This design comes from an exercise in tuning for small area, a short achievable clock period and few clock cycles per item on the open sky130 flow, not from production work. The RTL was checked by simulation tests, not by an equivalence proof against the original design.

==> v21 <==
==> flow/design.v (excerpt) <==
module division(input clk, input rst, input start, input [31:0] dividendo, divisor,
                output [31:0] cociente, residuo, output done);
reg [15:0] rem;       
reg [16:0] dv;        
reg [15:0] quo;       
reg [2:0]  cnt;       
reg        busy, done_r;
function [4:0] lzc16(input [15:0] v);
  integer k;
  reg found;
  begin
    lzc16 = 5'd16;
    found = 1'b0;
    for (k = 15; k >= 0; k = k - 1)
      if (!found && v[k]) begin
        lzc16 = 5'd15 - k[4:0];
        found = 1'b1;
      end
  end
endfunction
wire [15:0] n_in = dividendo[15:0];
wire [15:0] d_in = divisor[15:0];
wire [4:0]  lzn  = lzc16(n_in);
wire [4:0]  lzd  = lzc16(d_in);
wire [5:0]  diff = {1'b0, lzd} - {1'b0, lzn};         
wire [4:0]  jr   = {1'b0, diff[3:0]} + 5'd1;
wire [3:0]  jh   = lzd[4] ? 4'd8 : (diff[5] ? 4'd0 : jr[4:1]);   
wire [16:0] dv0  = {1'b0, d_in} << {jh, 1'b0};
wire        ge1 = ~dv[16] && (rem >= dv[15:0]);
wire [15:0] r1  = ge1 ? rem - dv[15:0] : rem;
wire        ge2 = (r1 >= dv[16:1]);
wire [15:0] r2  = ge2 ? r1 - dv[16:1] : r1;
always @(posedge clk) begin
  done_r <= 1'b0;
  if (rst) begin
    busy <= 1'b0;
  ...
==> module division, before the edit <==
module division(input clk, input rst, input start, input [31:0] dividendo, divisor,
                output [31:0] cociente, residuo, output done);
reg [15:0] rem;       
reg [16:0] dv;        
reg [15:0] quo;       
reg [2:0]  cnt;       
reg        busy, done_r;
function [4:0] lzc16(input [15:0] v);
  integer k;
  reg found;
  begin
    lzc16 = 5'd16;
    found = 1'b0;
    for (k = 15; k >= 0; k = k - 1)
      if (!found && v[k]) begin
        lzc16 = 5'd15 - k[4:0];
        found = 1'b1;
      end
  end
endfunction
wire [15:0] n_in = dividendo[15:0];
wire [15:0] d_in = divisor[15:0];
wire [4:0]  lzn  = lzc16(n_in);
wire [4:0]  lzd  = lzc16(d_in);
wire [5:0]  diff = {1'b0, lzd} - {1'b0, lzn};         
wire [4:0]  jr   = {1'b0, diff[3:0]} + 5'd1;
wire [3:0]  jh   = lzd[4] ? 4'd8 : (diff[5] ? 4'd0 : jr[4:1]);   
wire [16:0] dv0  = {1'b0, d_in} << {jh, 1'b0};
wire        ge1 = ~dv[16] && (rem >= dv[15:0]);
wire [15:0] r1  = ge1 ? rem - dv[15:0] : rem;
wire        ge2 = (r1 >= dv[16:1]);
wire [15:0] r2  = ge2 ? r1 - dv[16:1] : r1;
always @(posedge clk) begin
  done_r <= 1'b0;
  if (rst) begin
    busy <= 1'b0;
  end else if (!busy) begin
    if (start) begin
      if (jh == 4'd0)
        done_r <= 1'b1;
      else
        busy <= 1'b1;
    end
  end else if (cnt == 3'd0) begin
    busy   <= 1'b0;
    done_r <= 1'b1;
  end
end
always @(posedge clk) begin
  if (!busy) begin
    rem <= n_in;
    dv  <= dv0;
    quo <= 16'd0;
    cnt <= jh[2:0] - 3'd1;
  end else begin
    rem <= r2;
    dv  <= {2'b0, dv[16:2]};
    quo <= {quo[13:0], ge1, ge2};
    cnt <= cnt - 3'd1;
  end
end
assign cociente = {16'd0, quo[14:0], ge1};
assign residuo  = {17'd0, r1[14:0]};
assign done     = done_r;
endmodule
==> flow/config.mk <==
export PLATFORM = sky130hd
export DESIGN_NAME = division
export DESIGN_NICKNAME = division
export VERILOG_FILES = /design/flow/design.v
export SDC_FILE = /design/flow/constraint.sdc
export NUM_CORES = 4
export LEC_CHECK = 0
export CAP_MARGIN = 20
export CORE_MARGIN = 2
export CORE_UTILIZATION = 40
export PLACE_DENSITY = 0.6
export SETUP_SLACK_MARGIN = 5
export SLEW_MARGIN = 20
==> flow/constraint.sdc <==
create_clock -name core_clock -period 10.0 [get_ports {clk}]
set_input_delay 2.0000 -clock core_clock [delete_from_list [all_inputs] [get_ports {clk}]]
set_output_delay 2.0000 -clock core_clock [all_outputs]
set_load 0.01 [all_outputs]
standard.sh (not shown) runs the stock make flow with config.mk's settings and CLKGATE_MAP_FILE= SYNTH_SCRIPT=/design/flow/synth_recipe.tcl, a recipe that flattens the netlist after the stock synthesis.
==> flow/flow/run.sh <==
#!/bin/bash
# Standard layout, with repair_timing aiming at a larger setup margin.
bash standard.sh SETUP_SLACK_MARGIN=6  finish > standard.log 2>&1
==> v3 (differences from v21) <==
==> flow/design.v (replaced) <==
module division(input clk, input rst, input start, input [31:0] dividendo, divisor,
                output [31:0] cociente, residuo, output done);
reg [15:0] rem;       
reg [16:0] dv;        
reg [15:0] quo;       
reg        busy, done_r;
wire [16:0] dv_n;
wire [8:0]  sel;
division_norm u_norm(.n_in(dividendo[15:0]), .d_in(divisor[15:0]),
                     .busy(busy), .dv(dv), .dv_n(dv_n), .sel(sel));
wire        imm = sel[0];
wire [15:0] mark;
genvar t;
generate for (t = 0; t < 8; t = t + 1) begin : g_mark
  assign mark[15 - 2*t] = 1'b0;
  assign mark[14 - 2*t] = sel[t + 1];
end endgenerate
wire        ge1, ge2;
wire [15:0] r1, rem_n;
division_step1 u_s1(.rem(rem), .dv(dv), .ge(ge1), .r(r1));
division_step2 u_s2(.rem(r1), .dv(dv[16:1]), .busy(busy), .n_in(dividendo[15:0]),
                    .ge(ge2), .rem_n(rem_n));
always @(posedge clk) begin
  done_r <= 1'b0;
  if (rst) begin
    busy <= 1'b0;
  end else if (!busy) begin
    if (start) begin
      if (imm)
        done_r <= 1'b1;
      else
        busy <= 1'b1;
    end
  end else if (quo[14]) begin
    busy   <= 1'b0;
    done_r <= 1'b1;
  end
end
always @(posedge clk) begin
  rem <= rem_n;
  dv  <= dv_n;
  if (!busy)
    quo <= mark;
  else
    quo <= {quo[13:0], ge1, ge2};
end
assign cociente = {16'd0, quo[14:0], ge1};
assign residuo  = {17'd0, r1[14:0]};
assign done     = done_r;
endmodule
module division_norm(input [15:0] n_in, d_in, input busy, input [16:0] dv,
                     output reg [16:0] dv_n, output [8:0] sel);
wire [16:0] m2;
assign m2[0] = 1'b1;
genvar i, t;
generate for (i = 1; i < 17; i = i + 1) begin : g_m2
  assign m2[i] = |n_in[15:i-1];
end endgenerate
wire [9:0] tt;
assign tt[0] = 1'b1;
assign tt[9] = 1'b0;
generate for (t = 1; t < 9; t = t + 1) begin : g_tt
  wire [32:0] sd = {17'd0, d_in} << (2 * t);
  assign tt[t] = ~|(sd & ~{16'd0, m2});
end endgenerate
assign sel = tt[8:0] & ~tt[9:1];
integer k;
always @* begin
  dv_n = {17{busy}} & {2'b0, dv[16:2]};
  for (k = 0; k < 9; k = k + 1)
    dv_n = dv_n | ({17{sel[k] & ~busy}} & ({1'b0, d_in} << (2 * k)));
end
endmodule
module division_step1(input [15:0] rem, input [16:0] dv, output ge, output [15:0] r);
assign ge = ~dv[16] && (rem >= dv[15:0]);
assign r  = ge ? rem - dv[15:0] : rem;
endmodule
module division_step2(input [15:0] rem, input [15:0] dv, input busy, input [15:0] n_in,
                      output ge, output [15:0] rem_n);
assign ge    = rem >= dv;
assign rem_n = !busy ? n_in : (ge ? rem - dv : rem);
endmodule
==> flow/flow/run.sh (replaced) <==
#!/bin/bash
# The standard layout (standard.sh) with these changes to how it is made:
# - synthesis keeps the three combinational modules apart until ABC maps
#   them, and ABC maps each module with its own delay-targeted,
#   area-recovering script (flow/abc_*.script: normalisation 1500 ps, first
#   step 1100 ps, second step 2000 ps, top 2500 ps), without the adder cell
#   step; the netlist is then flattened as in the standard synthesis;
# - ports are buffered with the smallest buffer;
# - repair_timing aims at setup margin 5.5 ns.
# Each ORFS step keeps its own log under orfs/logs; make's output goes to standard.log.
set -euo pipefail
F=$(pwd)/flow
bash standard.sh SETUP_SLACK_MARGIN=5.5 "BUFFER_PORTS_ARGS=-buffer_cell sky130_fd_sc_hd__buf_1" ADDER_MAP_FILE= \
  SYNTH_SCRIPT=$F/synth_mod.tcl "SYNTH_KEEP_MODULES=division_norm division_step1 division_step2" \
  "ABC_MODULES=division division_norm division_step1 division_step2" \
  CUSTOM_ABC_SCRIPT=$F/abc_top.script ABC_SCRIPT_division_norm=$F/abc_norm.script \
  ABC_SCRIPT_division_step1=$F/abc_step1.script ABC_SCRIPT_division_step2=$F/abc_step2.script \
   finish > standard.log 2>&1
==> flow/flow/abc_norm.script (new file) <==
strash
dch
map -D 1500
topo
stime -c
buffer -c
upsize -c -D 1500
dnsize -c -D 1500
==> flow/flow/abc_step1.script (new file) <==
strash
dch
map -D 1100
topo
stime -c
buffer -c
upsize -c -D 1100
dnsize -c -D 1100
==> flow/flow/abc_step2.script (new file) <==
strash
dch
map -D 2000
topo
stime -c
buffer -c
upsize -c -D 2000
dnsize -c -D 2000
==> flow/flow/abc_top.script (new file) <==
strash
dch
map -D 2500
topo
stime -c
buffer -c
upsize -c -D 2500
dnsize -c -D 2500
==> flow/flow/synth_mod.tcl (new file) <==
# The standard flow's synthesis script (ORFS synthesis without the fsm and share passes,
# flattened, function nets renamed).  ABC maps each module of ABC_MODULES
# (the top and the combinational modules kept by SYNTH_KEEP_MODULES) with its
# own delay-targeted script: ABC_SCRIPT_<module> if set, else CUSTOM_ABC_SCRIPT.
proc synth {args} { yosys synth -nofsm -noshare {*}$args }
proc abc {args} {
  set i [lsearch -exact $args -script]
  foreach m $::env(ABC_MODULES) {
    set key ABC_SCRIPT_$m
    set s $::env(CUSTOM_ABC_SCRIPT)
    if { [info exists ::env($key)] } { set s $::env($key) }
    set a [lreplace $args [expr {$i + 1}] [expr {$i + 1}] $s]
    yosys abc {*}$a $m
  }
}
source $::env(SCRIPTS_DIR)/synth.tcl
# left out here: clear keep_hierarchy, flatten, clean up, hide names made inside functions, write 1_2_yosys.v
- SETUP_SLACK_MARGIN: 5 -> not set
==> impl_metrics.ini <==
[synthesis]
synth_top_area_share_pct = 19.5
syn_area_per_cell_um2 = 6.25
synth-simple-area-share_pct = 32.4
yosys-top-cells-count = nand2_1 (167), inv_1 (116), nor2_1 (112)
synth_most_common_cell = nand2_1
synth_area_um2 = 5130
synth-compound-area-share_pct = 27.6
netlist_instances = 821

[final_layout]
final_common_cell = nand2_1
register_area_um2 = 1010
clkCellAreaFrac_pct = 2.92
final_layout_size_suffix_gt1_share_pct = 13.3

[worst_setup_path]
r2r_slack_ps = 5980
cp_num_cells = 12
cp_slowest_cell = dfxtp_2
critPathMaxStageDelay_ps = 350

[sta]
worst_pin_slew_ps = 756

[outcome]
status = no timing/DRC/antenna violations

[global_route]
grtUsageMet3_pct = 2.27
-- figures above: v3

==> impl_metrics.ini <==
[worst_setup_path]
cp_slowest_cell = or4_4
critical_path.top_delay_family = adder cells
r2r_slack_ps = 5440
critPathMaxStageDelay_ps = 520
cp_num_cells = 14

[outcome]
status = no timing/DRC/antenna violations

[final_layout]
mostFrequentLayoutCells = buf_4 (78), dfxtp_1 (49), buf_6 (47)
buffer_area_share_pct = 21.3
register_area_um2 = 1070
clkCellAreaFrac_pct = 1.94
final_common_cell = buf_4
layout.cells.non_filler = 969

[sta]
worst_pin_slew_ps = 612

[synthesis]
yosys-top-cells-count = nor2_1 (58), dfxtp_1 (53), nand2_1 (46)
synth_top_area_share_pct = 21.4
netlist_instances = 626
synth-compound-area-share_pct = 25.6
synth-simple-area-share_pct = 20.2
synth_top_family_by_area = compound AO/OA/AOI/OAI gates

[global_route]
grtUsageMet3_pct = 2.35
grt_pass1_vias = 5361
-- figures above: v21

Testbench counts of v21, summed over its fixed seeds: cycles 12,906, items 4,000.
Testbench counts of v3, summed over its fixed seeds: cycles 12,906, items 4,000.

==> separate check: timing with driven ports <==
The flow's constraints put no driver on any port. The routed layouts listed below were extracted and timed again, unchanged, in two steps. Step 1 assumes that a clkbuf_16 drives the clock port and a buf_2 every other input. Step 2 also shifts input and output timing later by t, the mid clock arrival at the registers, as if the neighbouring blocks saw the same clock. Slacks: ideal ports / drivers / drivers and shift; pairs: ideal ports / drivers.
run	t, ns	slack for setup (ns)	slew at the worst register clock pin (ns)	worst slew at a driven data input, ns
v21	0.333	4.800 / 4.800 / 4.467	0.07 / 0.07	0.05
v3	0.327	5.650 / 5.611 / 5.336	0.07 / 0.07	0.04
After both steps every run listed still meets setup and hold. For v21, which loses most, drivers alone change the setup slack by 0.000 ns; drivers and shift together by -0.333 ns.
